This is an optimization exercise on Yosys and OpenROAD, whose aim is small area, not a production implementation. In this exercise RTL edits were held to simulation tests only and were not proved equivalent to the original. In this run the design's own scripts or RTL, not TritonCTS, make the clock network. No driver is modelled on the clock port, so clock power and skew are understated where the tree is cut down; a real chip needs a root buffer or a tree. Power figures rest on the tool's default switching activity, not on a simulated workload.

===== flow/flow/run.sh =====
#!/bin/bash
# The standard layout (standard.sh) with four changes:
#  - synthesis (flow/synth_area.tcl) is synth_recipe.tcl with ABC mapping for
#    area (flow/area.abc) and without the half-adder extraction; registers
#    and their names are the standard synthesis's;
#  - the port buffers are buf_1;
#  - the clock tree (flow/cts_single.tcl, run as ORFS's PRE_CTS_TCL hook) is
#    one root inverter driving three inverters, each driving a third of the
#    registers, so every register is two inverters from mclk.
# Each step's full log is in orfs/logs/; make's output is in flow.log.
set -euo pipefail
W=$(pwd)
export FLOW_ABC_SCRIPT=$W/flow/area.abc
export FLOW_CLKBUF=sky130_fd_sc_hd__inv_8
export FLOW_CLK_K=4
export FLOW_CLK_ROOT=sky130_fd_sc_hd__inv_4
bash standard.sh \
  SYNTH_SCRIPT=$W/flow/synth_area.tcl ADDER_MAP_FILE= \
  "BUFFER_PORTS_ARGS=-buffer_cell sky130_fd_sc_hd__buf_1" \
  PRE_CTS_TCL=$W/flow/cts_single.tcl \
  finish > $W/flow.log 2>&1

===== flow/flow/area.abc =====
strash
balance
rewrite
refactor
balance
rewrite
rewrite -z
balance
refactor -z
rewrite -z
balance
dch
amap
topo

===== flow/flow/cts_single.tcl =====
rename clock_tree_synthesis orig_clock_tree_synthesis
proc clock_tree_synthesis {args} {
  set db [ord::get_db]
  set block [ord::get_db_block]
  set clk_net [$block findNet mclk]
  set master [$db findMaster $::env(FLOW_CLKBUF)]
  set k $::env(FLOW_CLK_K)
  set sinks {}
  foreach it [$clk_net getITerms] {
    set bb [[$it getInst] getBBox]
    lappend sinks [list $it [expr {([$bb xMin] + [$bb xMax]) / 2.0}] \
                       [expr {([$bb yMin] + [$bb yMax]) / 2.0}]]
  }
  set n [llength $sinks]
  # initial centres: sinks spread along x
  set sorted [lsort -real -index 1 $sinks]
  set cx {}; set cy {}
  for {set j 0} {$j < $k} {incr j} {
    set s [lindex $sorted [expr {int(($j + 0.5) * $n / $k)}]]
    lappend cx [lindex $s 1]; lappend cy [lindex $s 2]
  }
  for {set iter 0} {$iter < 50} {incr iter} {
    # balanced assignment: nearest free centre first, at most ceil(n/k)
    # registers per group
    set cap [expr {($n + $k - 1) / $k}]
    set pairs {}
    set i 0
    foreach s $sinks {
      for {set j 0} {$j < $k} {incr j} {
        lappend pairs [list [expr {abs([lindex $s 1] - [lindex $cx $j]) + abs([lindex $s 2] - [lindex $cy $j])}] $i $j]
      }
      incr i
    }
    set assign [lrepeat $n -1]
    set used [lrepeat $k 0]
    foreach pr [lsort -real -index 0 $pairs] {
      lassign $pr d i j
      if {[lindex $assign $i] >= 0 || [lindex $used $j] >= $cap} { continue }
      lset assign $i $j
      lset used $j [expr {[lindex $used $j] + 1}]
    }
    set nx {}; set ny {}
    for {set j 0} {$j < $k} {incr j} {
      set sx 0; set sy 0; set c 0
      foreach s $sinks a $assign {
        if {$a == $j} { set sx [expr {$sx + [lindex $s 1]}]; set sy [expr {$sy + [lindex $s 2]}]; incr c }
      }
      if {$c > 0} { lappend nx [expr {$sx / $c}]; lappend ny [expr {$sy / $c}] } else { lappend nx [lindex $cx $j]; lappend ny [lindex $cy $j] }
    }
    set cx $nx; set cy $ny
  }
  # optional root cell between the clock port and the leaves (the leaves are
  # then inverters when the root is one, so every register still sees mclk's
  # rising edge after an even number of inversions)
  set drv_net $clk_net
  if {[info exists ::env(FLOW_CLK_ROOT)] && $::env(FLOW_CLK_ROOT) ne ""} {
    set rinst [odb::dbInst_create $block [$db findMaster $::env(FLOW_CLK_ROOT)] clkbuf_root]
    set drv_net [odb::dbNet_create $block clknet_root]
    $drv_net setSigType CLOCK
    [$rinst findITerm A] connect $clk_net
    [$rinst findITerm Y] connect $drv_net
    set sx 0; set sy 0
    foreach x $cx y $cy { set sx [expr {$sx + $x}]; set sy [expr {$sy + $y}] }
    $rinst setLocation [expr {int($sx / $k)}] [expr {int($sy / $k)}]
    $rinst setPlacementStatus PLACED
  }
  for {set j 0} {$j < $k} {incr j} {
    set inst [odb::dbInst_create $block $master clkbuf_leaf_$j]
    set leaf [odb::dbNet_create $block clknet_leaf_$j]
    $leaf setSigType CLOCK
    set c 0
    foreach s $sinks a $assign {
      if {$a == $j} {
        set it [lindex $s 0]
        $it disconnect
        $it connect $leaf
        incr c
      }
    }
    [$inst findITerm A] connect $drv_net
    set out [$inst findITerm X]
    if {$out eq "NULL" || $out eq ""} { set out [$inst findITerm Y] }
    $out connect $leaf
    $inst setLocation [expr {int([lindex $cx $j])}] [expr {int([lindex $cy $j])}]
    $inst setPlacementStatus PLACED
    puts "cts: clkbuf_leaf_$j ($::env(FLOW_CLKBUF)) drives $c registers"
  }
}

===== flow/flow/synth_area.tcl =====
# synth_recipe.tcl with one change: ABC maps for area with flow/area.abc.
proc synth {args} { yosys synth -nofsm -noshare {*}$args }
proc abc {args} {
  set i [lsearch -exact $args -script]
  if { $i >= 0 } { lset args [expr {$i + 1}] $::env(FLOW_ABC_SCRIPT) }
  yosys abc {*}$args
}
source $::env(SCRIPTS_DIR)/synth.tcl
# left out here: clear keep_hierarchy, flatten, clean up, hide names made inside functions, write 1_2_yosys.v

===== flow/standard.sh =====
#!/bin/bash
# synth_recipe.tcl (not shown) runs the flow's synth.tcl, then flattens the netlist and writes it again
# the make line also repeats each setting of config.mk as NAME=value (left out here)
make -C /OpenROAD-flow-scripts/flow DESIGN_CONFIG=/design/flow/config.mk WORK_HOME=/design/flow/orfs CLKGATE_MAP_FILE= SYNTH_SCRIPT=/design/flow/synth_recipe.tcl "${@:-finish}"

===== flow/config.mk =====
export PLATFORM = sky130hd
export DESIGN_NAME = pass_through
export DESIGN_NICKNAME = pass_through
export VERILOG_FILES = /design/flow/design.v
export SDC_FILE = /design/flow/constraint.sdc
export NUM_CORES = 4
export LEC_CHECK = 0
export CAP_MARGIN = 0
export CORE_MARGIN = 2
export CORE_UTILIZATION = 40
export SLEW_MARGIN = 0

===== flow/constraint.sdc =====
create_clock -name core_clock -period 10.0 [get_ports {mclk}]
set_input_delay 2.0000 -clock core_clock [delete_from_list [all_inputs] [get_ports {mclk}]]
set_output_delay 2.0000 -clock core_clock [all_outputs]
set_load 0.01 [all_outputs]

===== flow/design.v =====
module Barrel_Shift_Gen
   (input  wire [2:0] amt,
    input  wire [7:0] num,
    output wire [7:0] shifted
    );
   wire [7:0] s1 = amt[0] ? {num[0],   num[7:1]} : num;
   wire [7:0] s2 = amt[1] ? {s1[1:0],  s1[7:2]}  : s1;
   assign shifted = amt[2] ? {s2[3:0], s2[7:4]}  : s2;
endmodule
module counter
   (input            clk,
    input            reset,
    output reg [1:0] sel
    );
   reg [17:0] lo;
   wire       z  = ~|lo[16:0];
   wire       fb = lo[17] ^ lo[10] ^ z;
   wire       wrap = lo[17] & z;    
   always @(posedge clk, posedge reset)
     if (reset) begin
        lo  <= 18'b0;
        sel <= 2'b0;
     end else begin
        lo     <= {lo[16:0], fb};
        sel[0] <= sel[0] ^ wrap;
        sel[1] <= sel[1] ^ (sel[0] & wrap);
     end
endmodule
module debounce
   (
    input  wire clk, reset,
    input  wire sw,
    output wire db_tick
   );
   reg        L, W;
   reg [13:0] p;
   wire last = W & (&p);         
   always @(posedge clk, posedge reset)
     if (reset) begin
        L <= 1'b0;
        W <= 1'b0;
     end else begin
        if (last) L <= sw;
        W <= ~last & (sw ^ L);
     end
   wire fb = p[0] ^ p[1] ^ p[11] ^ p[13];
   always @(posedge clk)
     p <= W ? {~p[12:0], fb} : 14'b0;
   assign db_tick = last & sw & ~L;
endmodule
module sseg_driver(
    input [3:0] num,
    output reg [0:6] sseg,
    output dp
    );
    assign dp = 1;
    always@* begin
        case(num)
        0:       sseg = 7'b0000001;
        1:       sseg = 7'b1001111;
        2:       sseg = 7'b0010010;
        3:       sseg = 7'b0000110;
        4:       sseg = 7'b1001100;
        5:       sseg = 7'b0100100;
        6:       sseg = 7'b0000010;
        7:       sseg = 7'b0001111;
        8:       sseg = 7'b0000000;
        9:       sseg = 7'b0001100;
        10:      sseg = 7'b0001000;
        11:      sseg = 7'b1100000;
        12:      sseg = 7'b0110001;
        13:      sseg = 7'b1000010;
        14:      sseg = 7'b0110000;
        default: sseg = 7'b0111000;
        endcase
    end
endmodule
module pass_through
  (input [7:0]      sw,
   input            mclk,
   input            reset,
   input [2:0]      btn,
   output [7:0]     led,
   output [0:6]     seg,
   output           dp,
   output [3:0]     an
   );
   reg  [7:0] shift_reg, result_reg;
   reg        start;
   wire       t0, t1, t2;
   wire [1:0] sel;
   wire [7:0] rotated;
   assign led = shift_reg;
   debounce btn_0_db (.clk(mclk), .reset(reset), .sw(btn[0]), .db_tick(t0));
   debounce btn_1_db (.clk(mclk), .reset(reset), .sw(btn[1]), .db_tick(t1));
   debounce btn_2_db (.clk(mclk), .reset(reset), .sw(btn[2]), .db_tick(t2));
   counter my_timer (.clk(mclk), .reset(reset), .sel(sel));
   wire [2:0] amt = t1 ? (3'd0 - sw[2:0]) : sw[2:0];
   Barrel_Shift_Gen rotator (.amt(amt), .num(result_reg), .shifted(rotated));
   wire none  = ~(t0 | t1 | t2);
   wire load  = t2 & ~t1 & ~t0;
   wire rot   = (t1 ^ t0) & ~t2;
   always @(posedge mclk, posedge reset)
     if (reset) begin
        start      <= 1'b0;
        result_reg <= 8'h00;
        shift_reg  <= 8'h00;
     end else begin
        if (load)
          result_reg <= sw;
        else if (none & start)
          result_reg <= shift_reg;
        if (rot)
          shift_reg <= rotated;
        if (load | rot)
          start <= rot;
     end
   wire [7:0] digits = sel[1] ? result_reg : sw;
   wire [3:0] value  = sel[0] ? digits[7:4] : digits[3:0];
   assign an = ~(4'b0001 << sel);
   sseg_driver my_sseg_conv (.num(value), .sseg(seg), .dp(dp));
endmodule

==> out/qor.txt <==
Run status = complete, no violations
Register area = 1920 um2
Via Count = 2390
Post-Syn Area = 3110 um2
Mapped Nets = 335
CP max stage delay = 0.39 ns
Crit-path cells = buf_1 > o22ai_1 > nor2_1 > clkinv_1 > nor2_1 > a21oi_1 > o21ai_0 > o21ai_0 > buf_1
DR top layer = met4
Metal-1 WL = 3.03 mm
Tightest hold margin = 0.382 ns
Final core utilization = 44.5%
Post-synth EDFFs = 0
Slew Limit Fails = 0
Die Y = 92.2 um
Peak Freq = 171 MHz
Initial antenna violation count = 0
Filler Cell Count = 738
Max-cap viol count = 0
Total negative setup slack = 0 ns
Port Buffers = 31
Pwr dens = 160 nW/um2
Rows = 32
Multi-input gate area in the final layout = 1110 um2
Layout area overhead = 9.50%
DRT iter0 DRCs = 96
Final Setup Violations = 0
Post-CTS Setup Inserts = 0
Slew @ Worst Pin = 0.954 ns
Final period utilization = 58.3%
Largest net degree at the start of global routing = 44
WP data arrival = 3.83 ns
GRT overflow = 0
LEAKAGE = 1.40 nW
Layout cell share with drive strength beyond 1 = 1.68%
Final instance area = 3400 um2
Flops & latches, synth = 85
Post_cts resized = 0
Hold Crit Depth = 0
Final setup margin = 4.17 ns
Final std cells w/o fill = 460
Vias in the first global route = 2211
Max reg flops = 18
Pwr Total = 0.546 mW
CP max FO = 13
Top cell type's share of synthesized area = 34.6%
Core Region = 7650 um2
Setup Skew = 0.0139 ns
Ports = 33
R2R cell count = 10
Yosys top cell by area = dfrtp_1
Reg2reg setup slack = 6.35 ns
Synth cell types = 28
# DRC = 0
Hold buffers post-CTS = 0
Dpl cells = 455
Peak supply drop = 0.0874 mV
Worst setup SP type = input port
Gr usage total = 14.4%
Antenna Nets Post-Route = 0
Largest cells by area after synthesis = dfrtp_1 (35%), dfxtp_1 (27%), nor2_1 (11%)
DR WL met2 = 2.83 mm
CP top delay family = buffers and inverters
DR vias/cell = 5.20
Starting Density = 40.7%
Routed wire length = 6.12 mm
Area after DPL = 3350 um2
Crit end category = output port
RSZ-0062 raised after global routing = false
Ys async rst share = 50.6%
Hold Crit Class = reg -> reg
Crit path kind = in -> out
Avg Cell Area, Syn = 9.66 um2
Routed wl met3 = 194 um
Worst R2R End = result_reg[0]$_DFFE_PP0P_
Largest register by flop count = my_timer.lo
Crit path required time = 8.00 ns
DP HPWL = 4.37 mm
Clock transition at path regs = 0.10 ns
Detailed Routing Iterations Pass 1 = 6
Die Area = 8490 um2
Crit path time final = 5.83 ns
Final hold vios = 0
Die Width = 92.2 um
DR WL/cell = 13.3 um
Highest-delay cell along the critical path = buf_1
FF-to-FF Start = btn_1_db.p[4]$_SDFF_PN0_
Hold EP = my_timer.lo[17]$_DFF_PP0_
Synth Instances = 322
Setup WS pre-CTS = 4.25 ns
Min-Delay Startpoint = my_timer.lo[16]$_DFF_PP0_
Top FF cell, synth = dfrtp_1
Routability-driven placement congestion ratio = 0.826
Worst-Skew Late Latency = 0.22 ns
Worst Path Buf+Inv = 3
YS warnings = 4
Global-route wire length before repair = 10.4 mm
Fin nets = 373
Register area share after synthesis = 61.6%
Ant. Diodes = 0
Rel. slew slack = 35.7%
-- power breakdown --
| part | switching [mW] | internal [mW] | total [mW] |
|---|---|---|---|
| Clock | 0.115 | 0.0162 | 0.131 |
| Combinational | 0.0283 | 0.0155 | 0.0438 |
| Sequential | 0.0115 | 0.359 | 0.371 |
| Total | 0.155 | 0.391 | 0.546 |
-- area by class of cell --
class	count	share of cell area [%]
multi-input cells	216	32.6
flip-flops and latches	85	56.3
repair buffers	32	3.64
well taps	102	3.75
inverters	25	3.71
-- kinds of logic after synthesis --
family,after synthesis,synth area share (%)
flip-flops,85,61.6
AND/OR/NAND/NOR,137,18.2
buffers and inverters,21,2.66
other,1,0.121
AO/OA/AOI/OAI,78,17.3
-- metal layers --
metal	global-route usage [%]	vias to the layer above
met5	0	-
met4	1.99	0
met3	1.31	7
met2	23.9	39
met1	21.2	1121
li1	-	1223
-- how the worst max path moves through the flow --
stage	startpoint	to	cells past startpoint
after floorplan	sw[4]	seg[3]	6
after global routing	sw[0]	seg[3]	9
after CTS	sw[0]	seg[3]	9
final	sw[0]	seg[3]	9
after global placement	sw[0]	seg[3]	9
after detailed placement	sw[0]	seg[3]	9
-- layout by cell type (no fill, tap or decap), types with 8 or more instances in the layout --
cell type  instances
dfxtp_1           42
o21ai_0            9
nand2_1           27
o32a_1             8
nor2_1            87
clkinv_1          20
o22ai_1           18
buf_1             31
nand4_1            8
a21oi_1           17
dfrtp_1           43
o22a_1             8
-- worst reg2reg max path, cell delays in order, from the launching register on --
cell and delay, ns:
dfxtp_1 0.34, nand4_1 0.08, nand4b_1 0.18, nor4_1 0.47, nand3_1 0.33, nand2_1 0.16
nor2_1 0.18, a31oi_1 0.75, clkinv_1 0.50, and3_1 0.32, a221o_1 0.25
-- Yosys cell counts, drive strengths merged, types with 2 or more instances --
cell     n
a211oi   3
a21oi   17
a221oi   2
a31oi    2
a32oi    6
clkinv  20
dfrtp   43
dfxtp   42
nand2   27
nand3    5
nand4    8
nor2    87
nor4     6
o21ai    9
o22a     8
o22ai   18
o32a     8

re-timing with driven ports:
In the flow no input, the clock included, has a driving cell. The finished layout below was timed again as built, in two steps. Step 1 assumes that a clkbuf_16 drives the clock port and a buf_2 every other input. Step 2 times the ports against the registers' clock, not the clock port: input delays grow and output delays shrink by t, the midpoint of the rising clock arrivals with the driver on. Slacks: no drivers / after step 1 / after step 2; pairs: no drivers / after step 1.
t (ns): 0.245
setup WS [ns]: 4.167 / 4.140 / 4.140
worst register clock-pin slew, ns: 0.12 / 0.12
After both steps this run still meets setup and hold. The setup slack of this run moves by -0.027 ns with the drivers and by -0.027 ns with both steps.
